Background: an optimization exercise with open tools, aiming at small area and a short achievable clock period. Do not read the settings as production practice.
Where RTL was checked, it was by simulation tests only, not by an equivalence proof against the original.
The flow treats the clock pin as an ideal source, which a real chip does not have.
Power and IR drop assume default switching activity.

==> run Y: inputs <==
// mips_ex
module mips_ex (
    input wire clk,
    input wire rst_n,
    input wire [32-1:0] id2ex_rs,
    input wire [32-1:0] id2ex_rt,
    input wire [32-1:0] id2ex_imm,
    input wire [32-1:0] id2ex_pc_incr,
    input wire [0+2-1+1+1-1+1+1-1+1+1-1+1+1-1+1+1-1+1+1-1+1+1-1+1+1-1+1+1-1+1+1-1+1+1-1+1+1-1+1+1-1+1+1-1+1+1-1+1+1-1+1-1:0] id2ex_dec_info,
    input wire [5-1:0] id2ex_rd_idx,
    input wire id2ex_rd_wen,
    output wire ex2mem_mem_read,
    output wire ex2mem_mem_write,
    output wire [32-1:0] ex2mem_mem_addr,
    output wire [32-1:0] ex2mem_mem_wdat,
    output wire [5-1:0] ex2mem_rd_idx,
    output wire [ 32-1:0] ex2mem_rd_wdat,
    output wire ex2mem_rd_wen
);
wire [17:0] di = id2ex_dec_info;
wire alu = di[1:0] == 2'd0;
wire agu = di[1:0] == 2'd1;
wire bjp = di[1:0] == 2'd2;
wire op_add  = di[2] | di[3] | di[4] | di[5];
wire op_sub  = di[4] | di[5] | di[13] | di[14];
wire op_and  = di[6];
wire op_or   = di[7];
wire op_xor  = di[8];
wire op_nor  = di[9];
wire op_sll  = di[10];
wire op_srl  = di[11];
wire op_sra  = di[12];
wire op_slt  = di[13];
wire op_sltu = di[14];
wire op_lui  = di[15];
wire op_any  = |di[15:2];
wire [31:0] a = (alu & di[17]) ? id2ex_pc_incr : id2ex_rs;
wire [31:0] b = (agu | alu & di[16]) ? id2ex_imm : id2ex_rt;
wire        sub = alu & op_sub;
wire [31:0] bb  = b ^ {32{sub}};
wire [31:0] p   = a ^ bb;
wire [31:0] g   = a & bb;
genvar i, l;
wire [32*6-1:0] gk;
wire [32*6-1:0] pk;
assign gk[31:0] = {g[31:1], g[0] | p[0] & sub};
assign pk[31:0] = p;
generate
    for (l = 0; l < 5; l = l + 1) begin : g_lvl
        for (i = 0; i < 32; i = i + 1) begin : g_bit
            if ((i >> l) & 1) begin : g_op
                localparam integer J = ((i >> l) << l) - 1;                assign gk[32*(l+1)+i] = gk[32*l+i] | pk[32*l+i] & gk[32*l+J];
  ...
==> module mips_ex, before the edit <==
module mips_ex (
    input wire clk,
    input wire rst_n,
    input wire [32-1:0] id2ex_rs,
    input wire [32-1:0] id2ex_rt,
    input wire [32-1:0] id2ex_imm,
    input wire [32-1:0] id2ex_pc_incr,
    input wire [0+2-1+1+1-1+1+1-1+1+1-1+1+1-1+1+1-1+1+1-1+1+1-1+1+1-1+1+1-1+1+1-1+1+1-1+1+1-1+1+1-1+1+1-1+1+1-1+1+1-1+1-1:0] id2ex_dec_info,
    input wire [5-1:0] id2ex_rd_idx,
    input wire id2ex_rd_wen,
    output wire ex2mem_mem_read,
    output wire ex2mem_mem_write,
    output wire [32-1:0] ex2mem_mem_addr,
    output wire [32-1:0] ex2mem_mem_wdat,
    output wire [5-1:0] ex2mem_rd_idx,
    output wire [ 32-1:0] ex2mem_rd_wdat,
    output wire ex2mem_rd_wen
);
wire [17:0] di = id2ex_dec_info;
wire alu = di[1:0] == 2'd0;
wire agu = di[1:0] == 2'd1;
wire bjp = di[1:0] == 2'd2;
wire op_add  = di[2] | di[3] | di[4] | di[5];
wire op_sub  = di[4] | di[5] | di[13] | di[14];
wire op_and  = di[6];
wire op_or   = di[7];
wire op_xor  = di[8];
wire op_nor  = di[9];
wire op_sll  = di[10];
wire op_srl  = di[11];
wire op_sra  = di[12];
wire op_slt  = di[13];
wire op_sltu = di[14];
wire op_lui  = di[15];
wire op_any  = |di[15:2];
wire [31:0] a = (alu & di[17]) ? id2ex_pc_incr : id2ex_rs;
wire [31:0] b = (agu | alu & di[16]) ? id2ex_imm : id2ex_rt;
wire        sub = alu & op_sub;
wire [31:0] bb  = b ^ {32{sub}};
wire [31:0] p   = a ^ bb;
wire [31:0] g   = a & bb;
genvar i, l;
wire [32*6-1:0] gk;
wire [32*6-1:0] pk;
assign gk[31:0] = {g[31:1], g[0] | p[0] & sub};
assign pk[31:0] = p;
generate
    for (l = 0; l < 5; l = l + 1) begin : g_lvl
        for (i = 0; i < 32; i = i + 1) begin : g_bit
            if ((i >> l) & 1) begin : g_op
                localparam integer J = ((i >> l) << l) - 1;                assign gk[32*(l+1)+i] = gk[32*l+i] | pk[32*l+i] & gk[32*l+J];
                assign pk[32*(l+1)+i] = pk[32*l+i] & pk[32*l+J];
            end else begin : g_pass
                assign gk[32*(l+1)+i] = gk[32*l+i];
                assign pk[32*(l+1)+i] = pk[32*l+i];
            end
        end
    end
endgenerate
wire [32:0] c    = {gk[32*5+31:32*5], sub};
wire [31:0] sum  = p ^ c[31:0];
wire        cout = c[32];
wire lt = cout ^ (op_slt ? p[31] : 1'b1);
wire [4:0]  sh   = b[4:0];
wire        fill = op_sra & a[31];
wire [63:0] srx  = {{32{fill}}, a} >> sh;
wire [31:0] sr   = srx[31:0];
wire [31:0] sl   = a << sh;
wire [31:0] r_and = g;
wire [31:0] r_or  = p | g;
wire [31:0] r_xor = p;
wire [31:0] r_nor = ~(p | g);
wire sel_sum = ~alu | op_add;
wire sel_and = alu & op_and;
wire sel_or  = alu & op_or;
wire sel_xor = alu & op_xor;
wire sel_nor = alu & op_nor;
wire sel_sl  = alu & op_sll;
wire sel_sr  = alu & (op_srl | op_sra);
wire sel_lt  = alu & (op_slt | op_sltu);
wire sel_lui = alu & op_lui;
wire [31:0] res =
    {32{sel_sum}} & sum |
    {32{sel_and}} & r_and |
    {32{sel_or }} & r_or |
    {32{sel_xor}} & r_xor |
    {32{sel_nor}} & r_nor |
    {32{sel_sl }} & sl |
    {32{sel_sr }} & sr |
    {32{sel_lui}} & b |
    {31'd0, sel_lt & lt};
wire addr_v = agu & (di[2] | di[3]);
wire rd_v   = alu & id2ex_rd_wen & op_any | bjp & (di[5] | di[6]);
reg [31:0] res_n_q;   
reg [31:0] rt_q;
reg        addr_n_q, rd_n_q;   
reg        wdat_v_q;
reg        mem_read_q, mem_write_q, rd_wen_q;
reg [4:0]  rd_idx_q;
always @(posedge clk) begin
    res_n_q <= ~res;
    rt_q  <= id2ex_rt;
end
always @(posedge clk) begin
    if (~rst_n) begin
        addr_n_q    <= 1'b1;
        wdat_v_q    <= 1'b0;
        rd_n_q      <= 1'b1;
        mem_read_q  <= 1'b0;
        mem_write_q <= 1'b0;
        rd_wen_q    <= 1'b0;
        rd_idx_q    <= 5'd0;
    end else begin
        addr_n_q    <= ~addr_v;
        wdat_v_q    <= agu;
        rd_n_q      <= ~rd_v;
        mem_read_q  <= agu & di[2];
        mem_write_q <= agu & di[3];
        rd_wen_q    <= id2ex_rd_wen;
        rd_idx_q    <= id2ex_rd_idx;
    end
end
assign ex2mem_mem_read  = mem_read_q;
assign ex2mem_mem_write = mem_write_q;
assign ex2mem_mem_addr  = ~(res_n_q | {32{addr_n_q}});
assign ex2mem_mem_wdat  = rt_q & {32{wdat_v_q}};
assign ex2mem_rd_idx    = rd_idx_q;
assign ex2mem_rd_wdat   = ~(res_n_q | {32{rd_n_q}});
assign ex2mem_rd_wen    = rd_wen_q;
endmodule  
Settings: LEC_CHECK=0, CAP_MARGIN=20, CORE_MARGIN=5, CORE_UTILIZATION=45, CTS_BUF_LIST=sky130_fd_sc_hd__clkbuf_8, SETUP_SLACK_MARGIN=2.7, SLEW_MARGIN=20; clock period 7.0 ns.
standard.sh (not shown) runs the stock make flow with config.mk's settings and CLKGATE_MAP_FILE= SYNTH_SCRIPT=/design/flow/synth_recipe.tcl, a recipe that flattens the netlist after the stock synthesis.
==> flow/flow/run.sh <==
#!/bin/bash
# Own layout flow. It is the standard flow (standard.sh) with two changes:
#  1. After the standard synthesis, the combinational logic is mapped again
#     with ABC using flow/remap.abc. The flip-flops are kept as they are
#     (same instances, names and cells). The new netlist is proved equivalent
#     to the standard one before it is used.
#  2. The input and output ports are buffered with sky130_fd_sc_hd__buf_1
#     instead of the delay buffer that buffer_ports picks by default.
# Each tool's output goes to a log of its own in the work folder.
set -euo pipefail
W=$(pwd)
F=$W/flow
export BUFFER_PORTS_ARGS="-buffer_cell sky130_fd_sc_hd__buf_1"

bash standard.sh synth > 1_synth_standard.log 2>&1

R=$W/orfs/results/$FLOW_PLATFORM/mips_ex/base
L=$W/orfs/logs/$FLOW_PLATFORM/mips_ex/base
LIB=$(ls $FLOW_HOME/platforms/$FLOW_PLATFORM/lib/sky130_fd_sc_hd__tt_025C_1v80.lib)
YOSYS=$(command -v yosys || echo $FLOW_HOME/../tools/install/yosys/bin/yosys)
DU=$(grep -o -- "-dont_use [A-Za-z0-9_]*" $L/1_2_yosys.log | sort -u | tr '\n' ' ')
cp $R/1_2_yosys.v $W/standard_netlist.v

remap_ok=1
$YOSYS -p "
read_liberty -ignore_miss_func $LIB;
read_verilog $W/standard_netlist.v;
hierarchy -top $FLOW_TOP;
blackbox sky130_fd_sc_hd__df* sky130_fd_sc_hd__edf* sky130_fd_sc_hd__sdf* sky130_fd_sc_hd__sedf* sky130_fd_sc_hd__dl*;
flatten;
opt_clean;
abc -liberty $LIB $DU -script $F/remap.abc;
setundef -zero;
splitnets;
opt_clean -purge;
hilomap -singleton -hicell sky130_fd_sc_hd__conb_1 HI -locell sky130_fd_sc_hd__conb_1 LO;
insbuf -buf sky130_fd_sc_hd__buf_4 A X;
stat -liberty $LIB;
write_verilog -noattr -nohex -nodec $W/remapped_netlist.v
" > 1_remap_yosys.log 2>&1 || remap_ok=0

# Prove the remapped netlist equivalent to the standard one (registers
# matched by instance name).
remap_ok=1
$YOSYS -p "
read_liberty -ignore_miss_func $LIB;
read_verilog $W/standard_netlist.v; rename $FLOW_TOP gold;
read_verilog $W/remapped_netlist.v; rename $FLOW_TOP gate;
flatten gold gate; opt_clean;
rename -hide gold/w:_* gate/w:_*;
equiv_make gold gate equiv;
hierarchy -top equiv;
equiv_simple -undef; equiv_induct -undef; equiv_status -assert
" > 1_remap_equiv.log 2>&1 || remap_ok=0

if [[ $remap_ok == 1 ]]; then
  cp $W/remapped_netlist.v $R/1_2_yosys.v
  rm -f $R/1_synth.odb
  bash standard.sh synth > 1_synth_odb.log 2>&1
fi
bash standard.sh floorplan > 2_floorplan.log 2>&1
bash standard.sh place > 3_place.log 2>&1
bash standard.sh cts > 4_cts.log 2>&1
bash standard.sh route > 5_route.log 2>&1
bash standard.sh finish > 6_finish.log 2>&1
==> flow/flow/remap.abc <==
strash
dc2
dch -f
map
topo
buffer -p
upsize -D 2000
dnsize -D 2000
topo
stime -c
==> run P: changes against run Y <==
--- a/flow/design.v
+++ b/flow/design.v
@@ -64,6 +64,5 @@
 wire [4:0]  sh   = b[4:0];
 wire        fill = op_sra & a[31];
-wire [63:0] srx  = {{32{fill}}, a} >> sh;
-wire [31:0] sr   = srx[31:0];
+wire [31:0] sr   = $signed({fill, a}) >>> sh;
 wire [31:0] sl   = a << sh;
 wire [31:0] r_and = g;
==> flow/flow/remap.abc (replaced) <==
strash
dc2
dch -f
map
topo
buffer -p
upsize -D 2500
dnsize -D 2500
topo
stime -c
- CORE_UTILIZATION: 45 -> 40
- SETUP_SLACK_MARGIN: 2.7 -> 2.6
==> run C: changes against run Y <==
==> flow/design.v (replaced) <==
module mips_ex (
    input wire clk,
    input wire rst_n,
    input wire [32-1:0] id2ex_rs,
    input wire [32-1:0] id2ex_rt,
    input wire [32-1:0] id2ex_imm,
    input wire [32-1:0] id2ex_pc_incr,
    input wire [0+2-1+1+1-1+1+1-1+1+1-1+1+1-1+1+1-1+1+1-1+1+1-1+1+1-1+1+1-1+1+1-1+1+1-1+1+1-1+1+1-1+1+1-1+1+1-1+1+1-1+1-1:0] id2ex_dec_info,
    input wire [5-1:0] id2ex_rd_idx,
    input wire id2ex_rd_wen,
    output wire ex2mem_mem_read,
    output wire ex2mem_mem_write,
    output wire [32-1:0] ex2mem_mem_addr,
    output wire [32-1:0] ex2mem_mem_wdat,
    output wire [5-1:0] ex2mem_rd_idx,
    output wire [ 32-1:0] ex2mem_rd_wdat,
    output wire ex2mem_rd_wen
);
wire [17:0] di = id2ex_dec_info;
wire alu = di[1:0] == 2'd0;
wire agu = di[1:0] == 2'd1;
wire bjp = di[1:0] == 2'd2;
wire op_add  = di[2] | di[3] | di[4] | di[5];
wire op_sub  = di[4] | di[5] | di[13] | di[14];
wire op_and  = di[6];
wire op_or   = di[7];
wire op_xor  = di[8];
wire op_nor  = di[9];
wire op_sll  = di[10];
wire op_srl  = di[11];
wire op_sra  = di[12];
wire op_slt  = di[13];
wire op_sltu = di[14];
wire op_lui  = di[15];
wire op_any  = |di[15:2];
wire [31:0] a = (alu & di[17]) ? id2ex_pc_incr : id2ex_rs;
wire [31:0] b = (agu | alu & di[16]) ? id2ex_imm : id2ex_rt;
wire        sub = alu & op_sub;
wire [31:0] sum;
wire        cout;
assign {cout, sum} = {1'b0, a} + {1'b0, b ^ {32{sub}}} + {32'd0, sub};
wire ltu = ~cout;
wire lts = (a[31] ^ b[31]) ? a[31] : sum[31];
wire lt  = op_slt ? lts : ltu;
wire [4:0]  sh = b[4:0];
wire [31:0] a_rev;
genvar i;
generate
    for (i = 0; i < 32; i = i + 1) begin : g_rev_in
        assign a_rev[i] = a[31-i];
    end
endgenerate
wire [31:0] sx   = op_sll ? a_rev : a;
wire        fill = op_sra & a[31];
wire [31:0] sr   = $signed({fill, sx}) >>> sh;
wire [31:0] sl;
generate
    for (i = 0; i < 32; i = i + 1) begin : g_rev_out
        assign sl[i] = sr[31-i];
    end
endgenerate
wire sel_sum = ~alu | op_add;
wire sel_and = alu & op_and;
wire sel_or  = alu & op_or;
wire sel_xor = alu & op_xor;
wire sel_nor = alu & op_nor;
wire sel_sl  = alu & op_sll;
wire sel_sr  = alu & (op_srl | op_sra);
wire sel_lt  = alu & (op_slt | op_sltu);
wire sel_lui = alu & op_lui;
wire [31:0] res =
    {32{sel_sum}} & sum |
    {32{sel_and}} & (a & b) |
    {32{sel_or }} & (a | b) |
    {32{sel_xor}} & (a ^ b) |
    {32{sel_nor}} & ~(a | b) |
    {32{sel_sl }} & sl |
    {32{sel_sr }} & sr |
    {32{sel_lui}} & b |
    {31'd0, sel_lt & lt};
wire addr_v = agu & (di[2] | di[3]);
wire rd_v   = alu & id2ex_rd_wen & op_any | bjp & (di[5] | di[6]);
reg [31:0] res_q;
reg [31:0] rt_q;
reg        addr_v_q, wdat_v_q, rd_v_q;
reg        mem_read_q, mem_write_q, rd_wen_q;
reg [4:0]  rd_idx_q;
always @(posedge clk) begin
    res_q <= res;
    rt_q  <= id2ex_rt;
end
always @(posedge clk) begin
    if (~rst_n) begin
        addr_v_q    <= 1'b0;
        wdat_v_q    <= 1'b0;
        rd_v_q      <= 1'b0;
        mem_read_q  <= 1'b0;
        mem_write_q <= 1'b0;
        rd_wen_q    <= 1'b0;
        rd_idx_q    <= 5'd0;
    end else begin
        addr_v_q    <= addr_v;
        wdat_v_q    <= agu;
        rd_v_q      <= rd_v;
        mem_read_q  <= agu & di[2];
        mem_write_q <= agu & di[3];
        rd_wen_q    <= id2ex_rd_wen;
        rd_idx_q    <= id2ex_rd_idx;
    end
end
assign ex2mem_mem_read  = mem_read_q;
assign ex2mem_mem_write = mem_write_q;
assign ex2mem_mem_addr  = res_q & {32{addr_v_q}};
assign ex2mem_mem_wdat  = rt_q & {32{wdat_v_q}};
assign ex2mem_rd_idx    = rd_idx_q;
assign ex2mem_rd_wdat   = res_q & {32{rd_v_q}};
assign ex2mem_rd_wen    = rd_wen_q;
endmodule  
==> flow/run.sh (new file) <==
#!/bin/bash
# synth_recipe.tcl (not shown) runs the flow's synth.tcl, then flattens the netlist and writes it again
# the make line also repeats each setting of config.mk as NAME=value (left out here)
make -C /OpenROAD-flow-scripts/flow DESIGN_CONFIG=/design/flow/config.mk WORK_HOME=/design/flow/orfs CLKGATE_MAP_FILE= SYNTH_SCRIPT=/design/flow/synth_recipe.tcl finish
- CORE_MARGIN: 5 -> 2
- CORE_UTILIZATION: 45 -> 40
- CTS_BUF_LIST: sky130_fd_sc_hd__clkbuf_8 -> not set
- SETUP_SLACK_MARGIN: 2.7 -> not set
removed: flow/flow/run.sh
removed: flow/flow/remap.abc
removed: flow/standard.sh
==> run D: changes against run Y <==
--- a/flow/design.v
+++ b/flow/design.v
@@ -64,6 +64,5 @@
 wire [4:0]  sh   = b[4:0];
 wire        fill = op_sra & a[31];
-wire [63:0] srx  = {{32{fill}}, a} >> sh;
-wire [31:0] sr   = srx[31:0];
+wire [31:0] sr   = $signed({fill, a}) >>> sh;
 wire [31:0] sl   = a << sh;
 wire [31:0] r_and = g;
@@ -92,19 +91,18 @@
 wire addr_v = agu & (di[2] | di[3]);
 wire rd_v   = alu & id2ex_rd_wen & op_any | bjp & (di[5] | di[6]);
-reg [31:0] res_n_q;   
+reg [31:0] res_q;
 reg [31:0] rt_q;
-reg        addr_n_q, rd_n_q;   
-reg        wdat_v_q;
+reg        addr_v_q, wdat_v_q, rd_v_q;
 reg        mem_read_q, mem_write_q, rd_wen_q;
 reg [4:0]  rd_idx_q;
 always @(posedge clk) begin
-    res_n_q <= ~res;
+    res_q <= res;
     rt_q  <= id2ex_rt;
 end
 always @(posedge clk) begin
     if (~rst_n) begin
-        addr_n_q    <= 1'b1;
+        addr_v_q    <= 1'b0;
         wdat_v_q    <= 1'b0;
-        rd_n_q      <= 1'b1;
+        rd_v_q      <= 1'b0;
         mem_read_q  <= 1'b0;
         mem_write_q <= 1'b0;
@@ -112,7 +110,7 @@
         rd_idx_q    <= 5'd0;
     end else begin
-        addr_n_q    <= ~addr_v;
+        addr_v_q    <= addr_v;
         wdat_v_q    <= agu;
-        rd_n_q      <= ~rd_v;
+        rd_v_q      <= rd_v;
         mem_read_q  <= agu & di[2];
         mem_write_q <= agu & di[3];
@@ -123,8 +121,8 @@
 assign ex2mem_mem_read  = mem_read_q;
 assign ex2mem_mem_write = mem_write_q;
-assign ex2mem_mem_addr  = ~(res_n_q | {32{addr_n_q}});
+assign ex2mem_mem_addr  = res_q & {32{addr_v_q}};
 assign ex2mem_mem_wdat  = rt_q & {32{wdat_v_q}};
 assign ex2mem_rd_idx    = rd_idx_q;
-assign ex2mem_rd_wdat   = ~(res_n_q | {32{rd_n_q}});
+assign ex2mem_rd_wdat   = res_q & {32{rd_v_q}};
 assign ex2mem_rd_wen    = rd_wen_q;
 endmodule  
==> flow/flow/remap.abc (replaced) <==
strash
dc2
dch -f
map
topo
buffer -p
upsize -D 2500
dnsize -D 2500
topo
stime -c
- CORE_UTILIZATION: 45 -> 40
- CTS_BUF_LIST: sky130_fd_sc_hd__clkbuf_8 -> not set
- SETUP_SLACK_MARGIN: 2.7 -> 3.0
==> summary.txt <==
metric                                                                           run Y                     run P              run C                   run D
Status                                                                  finished clean            finished clean     finished clean          finished clean
Required time of the critical path                                             7310 ps                   7300 ps            7260 ps                 7280 ps
End point of the critical path                                     res_n_q[28]$_DFF_P_       res_n_q[31]$_DFF_P_  res_q[21]$_DFF_P_       res_q[23]$_DFF_P_
Maximum VDD drop                                                               78.1 µV                   91.1 µV             120 µV                  101 µV
Gate count of the mapped netlist                                                 1,586                     1,586              1,482                   1,651
Bufs w/o clock                                                                     317                       335                316                     410
Number of antenna violations at the first check in global routing                    1                         2                  1                       1
Via total after detailed routing                                                13,000                    13,100             12,900                  13,800
Number of diodes                                                                     0                         0                  1                       0
Min-Delay Endpoint                                                    rt_q[14]$_DFF_P_           rt_q[5]$_DFF_P_    rt_q[8]$_DFF_P_        rt_q[15]$_DFF_P_
Cell occurring most often along the worst timing path                                -  sky130_fd_sc_hd__nand3_2                  -  sky130_fd_sc_hd__buf_6
Instance area at placement                                                  10,300 µm²                10,000 µm²         14,400 µm²              10,200 µm²
Worst hold slack                                                               1150 ps                   1130 ps            1490 ps                 1160 ps
Fraction of power consumed by the clock network                                  16.0%                     18.6%              20.3%                   21.1%
Proportion of cell area occupied by registers                                    13.4%                     13.3%              10.2%                   11.8%
Area taken by flip-flops and latches                                          1500 µm²                  1500 µm²           1500 µm²                1500 µm²
Met3 wire length                                                               7.81 mm                   7.86 mm            4.59 mm                 7.88 mm
Fin worst setup slack                                                          2520 ps                   2520 ps            1070 ps                 2520 ps
HPWL after detailed placement                                                  39.0 mm                   39.8 mm            39.2 mm                 39.5 mm
Worst relative slew slack                                                        32.0%                     29.8%              29.8%                   34.8%
Critical path buffer and inverter count                                              5                         2                  2                       9
Min-Delay Startpoint                                                      id2ex_rt[14]               id2ex_rt[5]        id2ex_rt[8]            id2ex_rt[15]
Switching Share                                                                  50.9%                     50.1%              45.7%                   48.7%
Area of the core                                                            20,100 µm²                21,700 µm²         27,900 µm²              21,900 µm²
Final Core Density                                                               55.7%                     52.0%              52.8%                   58.1%
Router iterations before antenna repair                                              7                         6                  6                       6
For run P, run C and run D, only the layout was checked, not whether the RTL still works.

separate check: timing with driven ports:
The flow's constraints put no driver on any port. The routed layouts listed below were extracted and timed again, unchanged, in two steps.
Step 1: set_driving_cell puts a clkbuf_16 on clk and a buf_2 on each other input, an assumption about the parent block.
Step 2 times the ports against the registers' clock, not the clock port: input delays grow and output delays shrink by t, the midpoint of the rising clock arrivals with the driver on.
Three values: ideal ports, drivers, drivers and shift; two values: the first two.
run	t, ns	setup WS [ns]	hold slack, ns	worst setup path after step 2	pins driven straight from the clock port
run Y	0.408	2.520 / 2.536 / 2.128	1.152 / 1.140 / 1.548	input to register	1
run P	0.413	2.521 / 2.498 / 2.085	1.133 / 1.125 / 1.538	input to register	1
run C	0.417	1.073 / 1.100 / 0.683	1.486 / 1.453 / 1.870	input to register	1
run D	0.389	2.519 / 2.493 / 2.104	1.156 / 1.143 / 1.532	input to register	1
After both steps every run listed still meets setup and hold. The setup slack of run P, which loses most, moves by -0.023 ns with the drivers and by -0.436 ns with both steps.
